Source: an optimization exercise on an open RTL-to-GDS flow (aim: small area and a short achievable clock period). Production flows keep margins and buffers that such runs may drop.
Only simulation tests tie the RTL to the original design; equivalence was not proved.
No activity file was given, so power comes from the tool's default toggle rates.

==> flow/design.v (excerpt) <==
module ex_cluster(input         CLK,
                  input         reset,
                  input         ALUSrcD1,
                  input  [3:0]  ALUControlD1,
                  input         BranchD1,
                  input         BranchND1,
                  input  [31:0] RDD11,
                  input  [31:0] RDD21,
                  input  [31:0] ExtImmD1,
                  input  [31:0] PCPlus41,
                  input  [3:0]  TagD1,
                  input         PredD1,
                  input         ALUSrcD2,
                  input  [3:0]  ALUControlD2,
                  input         BranchD2,
                  input         BranchND2,
                  input  [31:0] RDD12,
                  input  [31:0] RDD22,
                  input  [31:0] ExtImmD2,
                  input  [31:0] PCPlus42,
                  input  [3:0]  TagD2,
                  input         PredD2,
                  input         ALUSrcD3,
                  input  [3:0]  ALUControlD3,
                  input  [31:0] RDD13,
                  input  [31:0] RDD23,
                  input  [31:0] ExtImmD3,
                  input  [3:0]  TagD3,
                  input         ALUSrcD4,
                  input  [3:0]  ALUControlD4,
                  input  [31:0] RDD14,
                  input  [31:0] RDD24,
                  input  [31:0] ExtImmD4,
                  input  [3:0]  TagD4,
                  output        PCSrc1,
                  output [31:0] ALUOutE1,
                  output [3:0]  TagoE1,
                  output [31:0] PCBranch1,
                  output [4:0]  BTAPTag1,
                  output [31:0] BTAPAddr1,
                  output        PCSrc2,
                  output [31:0] ALUOutE2,
                  output [3:0]  TagoE2,
                  output [31:0] PCBranch2,
                  output [4:0]  BTAPTag2,
  ...
Settings: LEC_CHECK=0, CAP_MARGIN=20, CORE_MARGIN=2, CORE_UTILIZATION=40, SLEW_MARGIN=20; clock period 10.0 ns.
standard.sh (not shown) runs the stock make flow with config.mk's settings and CLKGATE_MAP_FILE= SYNTH_SCRIPT=/design/flow/synth_recipe.tcl, a recipe that flattens the netlist after the stock synthesis.
==> flow/flow/run.sh <==
#!/bin/bash
# The standard layout (standard.sh) with these changes:
#  - synthesis maps the logic with ABC scripts of its own (flow/synth.tcl)
#    and without Yosys's full-adder extraction;
#  - port buffers are sky130_fd_sc_hd__buf_1 cells;
#  - timing repair up to clock tree synthesis aims for 6.2 ns of setup
#    slack, and after global routing for 6 ns.
# make's full output goes to make_cts.log and make_finish.log in the work folder.
set -euo pipefail
export OWN_WORK="$PWD"
export OWN_FLOW="$PWD/flow"
common=("SYNTH_SCRIPT=$PWD/flow/synth.tcl" ADDER_MAP_FILE=
        "BUFFER_PORTS_ARGS=-buffer_cell sky130_fd_sc_hd__buf_1")
bash standard.sh "${common[@]}" SETUP_SLACK_MARGIN=6.2 cts > make_cts.log 2>&1
bash standard.sh "${common[@]}" SETUP_SLACK_MARGIN=6 finish > make_finish.log 2>&1
==> flow/flow/abc_in.script <==
strash
dch
map -B 0.9
topo
stime -c
buffer -c
upsize -c
dnsize -c
==> flow/flow/abc_out.script <==
strash
dch -f
map -D 400
topo
buffer -p
upsize -D 400
dnsize -D 400
stime -p
==> flow/flow/synth.tcl <==
# The standard synthesis (synth_recipe.tcl in the work folder), with one
# change in the technology mapping of the logic: ABC first maps the logic
# between the registers and the output ports with a tight delay target
# (flow/abc_out.script), then all other logic (flow/abc_in.script).
# Registers are mapped before ABC runs, exactly as in the standard synthesis.
proc abc {args} {
  set i [lsearch -exact $args -script]
  if {$i >= 0} { set args [lreplace $args $i [expr {$i + 1}]] }
  set j [lsearch -exact $args -D]
  if {$j >= 0} { set args [lreplace $args $j [expr {$j + 1}]] }
  yosys select -set outcone o:* %cie*
  yosys abc -script $::env(OWN_FLOW)/abc_out.script {*}$args @outcone
  yosys select -clear
  yosys opt_clean
  yosys abc -script $::env(OWN_FLOW)/abc_in.script {*}$args
}
source $::env(OWN_WORK)/synth_recipe.tcl
The first run finished with timing, DRC and antenna clean.
Rerun with:
==> flow/run.sh (new file) <==
#!/bin/bash
# synth_recipe.tcl (not shown) runs the flow's synth.tcl, then flattens the netlist and writes it again
# the make line also repeats each setting of config.mk as NAME=value (left out here)
make -C /OpenROAD-flow-scripts/flow DESIGN_CONFIG=/design/flow/config.mk WORK_HOME=/design/flow/orfs CLKGATE_MAP_FILE= SYNTH_SCRIPT=/design/flow/synth_recipe.tcl finish
- ABC_AREA: not set -> 1
- SETUP_SLACK_MARGIN: not set -> 5
removed: flow/flow/run.sh
removed: flow/flow/abc_in.script
removed: flow/flow/abc_out.script
removed: flow/flow/synth.tcl
removed: flow/standard.sh
What happened: Power went up by 9.6%; die area came out higher by 10%; sequential share of layout area came out lower by 3.6 points; combinational power came out higher by 20%; fmax decreases by 19%; sequential cell count stays the same; core utilization is higher by 6.6 points; non-clock buffer count decreases by 36; global-route usage fell by 3.3 points; first-iteration DRC count falls by 42%; critical path depth goes up by 8.
Rerun with:
==> flow/flow/run.sh (new file) <==
#!/bin/bash
# The standard layout (standard.sh) with these changes:
#  - synthesis maps the logic with ABC scripts of its own (flow/synth.tcl)
#    and without Yosys's full-adder extraction;
#  - port buffers are sky130_fd_sc_hd__buf_1 cells;
#  - timing repair up to clock tree synthesis aims for 6.2 ns of setup
#    slack, and after global routing for 6 ns.
# make's full output goes to make_cts.log and make_finish.log in the work folder.
set -euo pipefail
export OWN_WORK="$PWD"
export OWN_FLOW="$PWD/flow"
common=("SYNTH_SCRIPT=$PWD/flow/synth.tcl" ADDER_MAP_FILE=
        "BUFFER_PORTS_ARGS=-buffer_cell sky130_fd_sc_hd__buf_1")
bash standard.sh "${common[@]}" SETUP_SLACK_MARGIN=6.2  cts > make_cts.log 2>&1
bash standard.sh "${common[@]}" SETUP_SLACK_MARGIN=6  finish > make_finish.log 2>&1
==> flow/flow/abc_in.script (new file) <==
strash
dch
map -B 0.9
topo
stime -c
buffer -c
upsize -c
dnsize -c
==> flow/flow/abc_out.script (new file) <==
strash
dch -f
map -D 400
topo
buffer -p
upsize -D 400
dnsize -D 400
stime -p
==> flow/flow/synth.tcl (new file) <==
# The standard synthesis (synth_recipe.tcl in the work folder), with one
# change in the technology mapping of the logic: ABC first maps the logic
# between the registers and the output ports with a tight delay target
# (flow/abc_out.script), then all other logic (flow/abc_in.script).
# Registers are mapped before ABC runs, exactly as in the standard synthesis.
proc abc {args} {
  set i [lsearch -exact $args -script]
  if {$i >= 0} { set args [lreplace $args $i [expr {$i + 1}]] }
  set j [lsearch -exact $args -D]
  if {$j >= 0} { set args [lreplace $args $j [expr {$j + 1}]] }
  yosys select -set outcone o:* %cie*
  yosys abc -script $::env(OWN_FLOW)/abc_out.script {*}$args @outcone
  yosys select -clear
  yosys opt_clean
  yosys abc -script $::env(OWN_FLOW)/abc_in.script {*}$args
}
source $::env(OWN_WORK)/synth_recipe.tcl
==> flow/standard.sh (new file) <==
#!/bin/bash
# synth_recipe.tcl (not shown) runs the flow's synth.tcl, then flattens the netlist and writes it again
# the make line also repeats each setting of config.mk as NAME=value (left out here)
make -C /OpenROAD-flow-scripts/flow DESIGN_CONFIG=/design/flow/config.mk WORK_HOME=/design/flow/orfs CLKGATE_MAP_FILE= SYNTH_SCRIPT=/design/flow/synth_recipe.tcl "${@:-finish}"
- ABC_AREA: 1 -> not set
- SETUP_SLACK_MARGIN: 5 -> not set
removed: flow/run.sh
Final cell count increases by 3.3%.
Clock-buffer cell count fell by 6.
Die area decreases by 9.4%.
Power drops by 8.8%.
Final area went down by 20%.
Setup slack improved by 0.92 ns.
Clock power fell by about 7%.
Routed wire length grows by 3.5%.
Area after synthesis drops by 9.5%.
Combinational power drops by 17%.
Flip-flop and latch count does not change.
Rerun with:
==> flow/run.sh (new file) <==
#!/bin/bash
# synth_recipe.tcl (not shown) runs the flow's synth.tcl, then flattens the netlist and writes it again
# the make line also repeats each setting of config.mk as NAME=value (left out here)
make -C /OpenROAD-flow-scripts/flow DESIGN_CONFIG=/design/flow/config.mk WORK_HOME=/design/flow/orfs CLKGATE_MAP_FILE= SYNTH_SCRIPT=/design/flow/synth_recipe.tcl finish
- SETUP_SLACK_MARGIN: not set -> 5
removed: flow/flow/run.sh
removed: flow/flow/abc_in.script
removed: flow/flow/abc_out.script
removed: flow/flow/synth.tcl
removed: flow/standard.sh
What happened: Sequential share of layout area falls by 3.7 points; synthesized area is higher by about 5%; total power came out higher by about 14%; count of clock-buffer cells in the layout came out lower by 4; global-route usage falls by 1.2 points; setup slack gets worse by 1.1 ns.

==> static timing again, ports no longer ideal <==
No port has a modelled driver above. Below, the same layouts with a new extraction and two added sets of constraints. Step 1: set_driving_cell puts a clkbuf_16 on CLK and a buf_2 on each other input, an assumption about the parent block. Step 2 also shifts input and output timing later by t, the mid clock arrival at the registers, as if the neighbouring blocks saw the same clock. Slacks: no drivers / after step 1 / after step 2; pairs: no drivers / after step 1.
run | t (ns) | setup WS [ns] | slew at the worst register clock pin (ns)
the first run | 0.647 | 6.069 / 6.013 / 5.504 | 0.07 / 0.07
the second run | 0.629 | 5.148 / 5.088 / 4.586 | 0.06 / 0.06
the third run | 0.647 | 6.069 / 6.013 / 5.504 | 0.07 / 0.07
the fourth run | 0.659 | 5.018 / 4.990 / 4.331 | 0.07 / 0.07
After both steps every run listed still meets setup and hold. For the fourth run, which loses most, drivers alone change the setup slack by -0.028 ns; drivers and shift together by -0.687 ns.
